What follows belongs to an exercise in optimizing a design on an open flow for small area; a production flow would make more cautious choices.
The RTL was checked by simulation tests, not by an equivalence proof against the original design.
Power is estimated from default activity; no workload was simulated.

==> module uart, before the edit <==
module uart #(
    parameter SYS_CLK     = 100,       
    parameter BAUDRATE    = 115200,    
    parameter FIFO_DEPTH  = 16,        
    parameter DBITS       = 8,         
    parameter PARITY    = "Odd",       
    parameter N_STOP_BITS = 1          
)(
    input   logic                               clk,
    input   logic                               rst_n,
    input   logic                               rx,
    output  logic                               tx,
    output  logic [DBITS-1:0]                   rx_axis_tdata,
    output  logic                               rx_axis_tvalid,
    input   logic                               rx_axis_tready,
    input   logic [DBITS-1:0]                   tx_axis_tdata,
    input   logic                               tx_axis_tvalid,
    output  logic                               tx_axis_tready,
    output  logic                               irq,
    output  logic [DBITS-1:0]                   debug_rx
);
    localparam int BAUDRATE_SCALE_VALUE = (SYS_CLK * 1000000 + BAUDRATE - 1) / BAUDRATE;
    localparam int SW = $clog2(BAUDRATE_SCALE_VALUE);
    localparam logic [SW-1:0] BAUD_MASK  = 10'b1010101010;
    localparam logic [SW-1:0] BAUD_FIRST = BAUD_MASK;
    localparam logic [SW-1:0] BAUD_LAST  = 10'b0110011001 ^ BAUD_MASK;
    function automatic logic [2:0] ph_next(input logic [2:0] ph);
        ph_next = {ph[1:0], ph[2] ^ (ph[1] | ~ph[0])};
    endfunction
    localparam logic [4:0] RUN_MASK  = 5'b01010;
    localparam logic [4:0] RUN_LAST  = 5'b10000 ^ RUN_MASK;
    logic [4:0] rx_run;
    logic       rx_low;
    always_ff @(posedge clk) begin
        if (rx)
            rx_run <= RUN_MASK;
        else
            rx_run <= {~rx_run[3:0], rx_run[4] ^ rx_run[2] ^ (rx_run[3:0] == 4'b1010)};
        rx_low <= ~rx & (rx_low | (rx_run == RUN_LAST));
    end
    logic [SW-1:0] rx_baud;
    logic [2:0]    rx_ph;
    logic          rx_dat;
    logic [DBITS-1:0] rx_shift_rg;
    logic rx_start, rx_end, rx_idle, rx_wr, rx_fifo_ready;
    assign rx_start = (rx_baud == BAUD_FIRST);
    assign rx_end   = (rx_baud == BAUD_LAST);
    assign rx_idle  = !rx_dat && (rx_ph == 3'b000);
    always_ff @(posedge clk)
        if (!rst_n || rx_end || (rx_idle && rx_low))
            rx_baud <= BAUD_FIRST;
        else
            rx_baud <= {~rx_baud[SW-2:0], rx_baud[9] ^ rx_baud[6]};
    always_ff @(posedge clk)
        if (!rst_n || rx_wr) begin
            rx_dat <= 1'b0;
            rx_ph  <= 3'b000;
        end else if (rx_start && (!rx_idle || rx_low)) begin
            rx_dat <= rx_dat ^ (rx_ph == 3'b001);
            rx_ph  <= ph_next(rx_ph);
        end
    always_ff @(posedge clk)
        if (rx_start && rx_dat)
            rx_shift_rg <= {~rx_low, rx_shift_rg[DBITS-1:1]};
    assign rx_wr = rx_start & !rx_dat & (rx_ph == 3'b101);
    syncfifo_axis #(.DATA_WIDTH(DBITS), .FIFO_DEPTH(FIFO_DEPTH))
        rx_fifo (.s_aclk(clk),           .s_aresetn(rst_n),
                 .s_axis_tdata(rx_shift_rg),   .s_axis_tvalid(rx_wr),          .s_axis_tready(rx_fifo_ready),
                 .m_axis_tdata(rx_axis_tdata), .m_axis_tvalid(rx_axis_tvalid), .m_axis_tready(rx_axis_tready));
    assign debug_rx = rx_shift_rg;
    logic [SW-1:0] tx_baud;
    logic [2:0]    tx_ph;
    logic          tx_dat, tx_bit;
    logic [DBITS-1:0] tx_byte, tx_fifo_tdata;
    logic tx_fifo_tvalid, tx_fifo_tready, tx_par;
    logic tx_start, tx_end, tx_idle, tx_hs;
    assign tx_start       = (tx_baud == BAUD_FIRST);
    assign tx_end         = (tx_baud == BAUD_LAST);
    assign tx_idle        = !tx_dat && (tx_ph[2:1] == 2'b00);
    assign tx_fifo_tready = !tx_dat && (tx_ph == 3'b001);
    assign tx_hs          = tx_fifo_tready & tx_fifo_tvalid;
    always_ff @(posedge clk)
        if (tx_end || tx_idle)
            tx_baud <= BAUD_FIRST;
        else
            tx_baud <= {~tx_baud[SW-2:0], tx_baud[9] ^ tx_baud[6]};
    always_ff @(posedge clk)
        if (!rst_n || irq) begin
            tx_dat <= 1'b0;
            tx_ph  <= 3'b000;
        end else if (tx_idle ? (!tx_ph[0] || tx_fifo_tvalid) : tx_start) begin
            tx_dat <= tx_dat ^ (tx_ph == 3'b101);
            tx_ph  <= ph_next(tx_ph);
        end
    always_ff @(posedge clk)
        if (tx_fifo_tready)
            tx_byte <= {tx_fifo_tdata[1], tx_fifo_tdata[2], tx_fifo_tdata[7], tx_fifo_tdata[3],
                        tx_fifo_tdata[0], tx_fifo_tdata[6], tx_fifo_tdata[5], tx_fifo_tdata[4]};
    assign tx_bit = tx_byte[tx_ph];
    always_ff @(posedge clk)
        if (tx_idle)
            tx_par <= 1'b1;
        else if (tx_start && tx_dat)
            tx_par <= tx_par ^ tx_bit;
    always_comb
        if (tx_dat)                 tx = tx_bit;
        else if (tx_ph == 3'b011)   tx = tx_par;
        else                        tx = (tx_ph != 3'b101);
    assign irq = tx_start & !tx_dat & (tx_ph == 3'b111);
    syncfifo_axis #(.DATA_WIDTH(DBITS), .FIFO_DEPTH(FIFO_DEPTH))
        tx_fifo (.s_aclk(clk),      .s_aresetn(rst_n),
                 .s_axis_tdata(tx_axis_tdata), .s_axis_tvalid(tx_axis_tvalid), .s_axis_tready(tx_axis_tready),
                 .m_axis_tdata(tx_fifo_tdata), .m_axis_tvalid(tx_fifo_tvalid), .m_axis_tready(tx_fifo_tready));
endmodule
Settings: LEC_CHECK=0, CAP_MARGIN=20, CORE_MARGIN=2, CORE_UTILIZATION=75, CTS_BUF_LIST=sky130_fd_sc_hd__clkbuf_8, CTS_CLUSTER_DIAMETER=50, CTS_CLUSTER_SIZE=18, SLEW_MARGIN=20; clock period 10.0 ns.
standard.sh (not shown) runs the stock make flow with config.mk's settings and CLKGATE_MAP_FILE= SYNTH_SCRIPT=/design/flow/synth_recipe.tcl, a recipe that flattens the netlist after the stock synthesis.
==> flow/flow/run.sh <==
#!/bin/bash
# The standard layout (standard.sh) with these changes:
#  - synthesis maps the combinational logic with an area-oriented abc script
#    (flow/my_synth.tcl, flow/area.abc); registers are as in the standard synthesis;
#  - the clock tree is built without dummy loads;
#  - the port buffers use the smallest buffer cell.
# make's output is in standard.log; each step's log is under orfs/logs.
set -e
export MY_ABC_SCRIPT=$PWD/flow/area.abc
export CTS_ARGS="-sink_clustering_enable -repair_clock_nets -dont_use_dummy_load -sink_clustering_size 20 -sink_clustering_max_diameter 60 -buf_list sky130_fd_sc_hd__clkbuf_8"
export BUFFER_PORTS_ARGS="-buffer_cell sky130_fd_sc_hd__buf_1"
sed "s#SYNTH_SCRIPT=[^ ]*#SYNTH_SCRIPT=$PWD/flow/my_synth.tcl#" standard.sh > my_standard.sh
grep -q "SYNTH_SCRIPT=$PWD/flow/my_synth.tcl" my_standard.sh
bash my_standard.sh > standard.log 2>&1
==> flow/flow/area.abc <==
strash
dch
amap -F 20 -A 20
strash
dch
amap -F 20 -A 20
topo
==> flow/flow/my_synth.tcl <==
# synth_recipe.tcl (the standard synthesis) with one change: yosys's abc pass,
# which maps the combinational logic, runs the area-oriented script area.abc.
# Registers are mapped before abc, so they are the standard synthesis's.
proc synth {args} { yosys synth -nofsm -noshare {*}$args }
proc abc {args} {
  set i [lsearch -exact $args -script]
  if {$i >= 0} { lset args [expr {$i + 1}] $::env(MY_ABC_SCRIPT) }
  yosys abc {*}$args
}
source $::env(SCRIPTS_DIR)/synth.tcl
# left out here: clear keep_hierarchy, flatten, clean up, hide names made inside functions, write 1_2_yosys.v
Rerun with:
--- a/flow/design.v
+++ b/flow/design.v
@@ -78,14 +78,14 @@
     output  logic                               irq,
     output  logic [DBITS-1:0]                   debug_rx
 );
     localparam int BAUDRATE_SCALE_VALUE = (SYS_CLK * 1000000 + BAUDRATE - 1) / BAUDRATE;
     localparam int SW = $clog2(BAUDRATE_SCALE_VALUE);
     localparam logic [SW-1:0] BAUD_MASK  = 10'b1010101010;
-    localparam logic [SW-1:0] BAUD_FIRST = BAUD_MASK;
-    localparam logic [SW-1:0] BAUD_LAST  = 10'b0110011001 ^ BAUD_MASK;
+    localparam logic [SW-1:0] BAUD_FIRST = 10'd509 ^ BAUD_MASK;
+    localparam logic [SW-1:0] BAUD_LAST  = 10'd511 ^ BAUD_MASK;
     function automatic logic [2:0] ph_next(input logic [2:0] ph);
         ph_next = {ph[1:0], ph[2] ^ (ph[1] | ~ph[0])};
     endfunction
     localparam logic [4:0] RUN_MASK  = 5'b01010;
     localparam logic [4:0] RUN_LAST  = 5'b10000 ^ RUN_MASK;
     logic [4:0] rx_run;
After rerunning: The changed run went through all stages and came out clean. Clock power barely changes. Wire length goes up by a few percent. Fmax goes down by a few percent. Non-clock buffer count goes up by 2. Via count goes up slightly. Total power goes up by a few percent. Sequential cell count does not change. Register-to-register slack loses 70 ps. Final area hardly moves. Area after synthesis hardly moves. Global-route usage goes up by 0.99 points. Setup slack loses 190 ps.

[afterwards: timing with drivers on the ports]
No port has a modelled driver above. Below, the same layouts with a new extraction and two added sets of constraints.
Step 1, drivers: a clkbuf_16 drives clk and a buf_2 each remaining input, both assumed.
Step 2 times the ports against the registers' clock, not the clock port: input delays grow and output delays shrink by t, the midpoint of the rising clock arrivals with the driver on.
Three values: no drivers, after step 1, after step 2; two values: the first two.
run | t (ns) | setup slack, ns | worst setup path at the end | clock arrival spread, ns | pins driven straight from the clock port
the first run | 0.553 | 4.899 / 4.861 / 5.414 | register to output | 0.026 / 0.026 | 1
the second run | 0.566 | 4.710 / 4.669 / 5.235 | register to output | 0.025 / 0.026 | 1
After both steps every run listed still meets setup and hold.
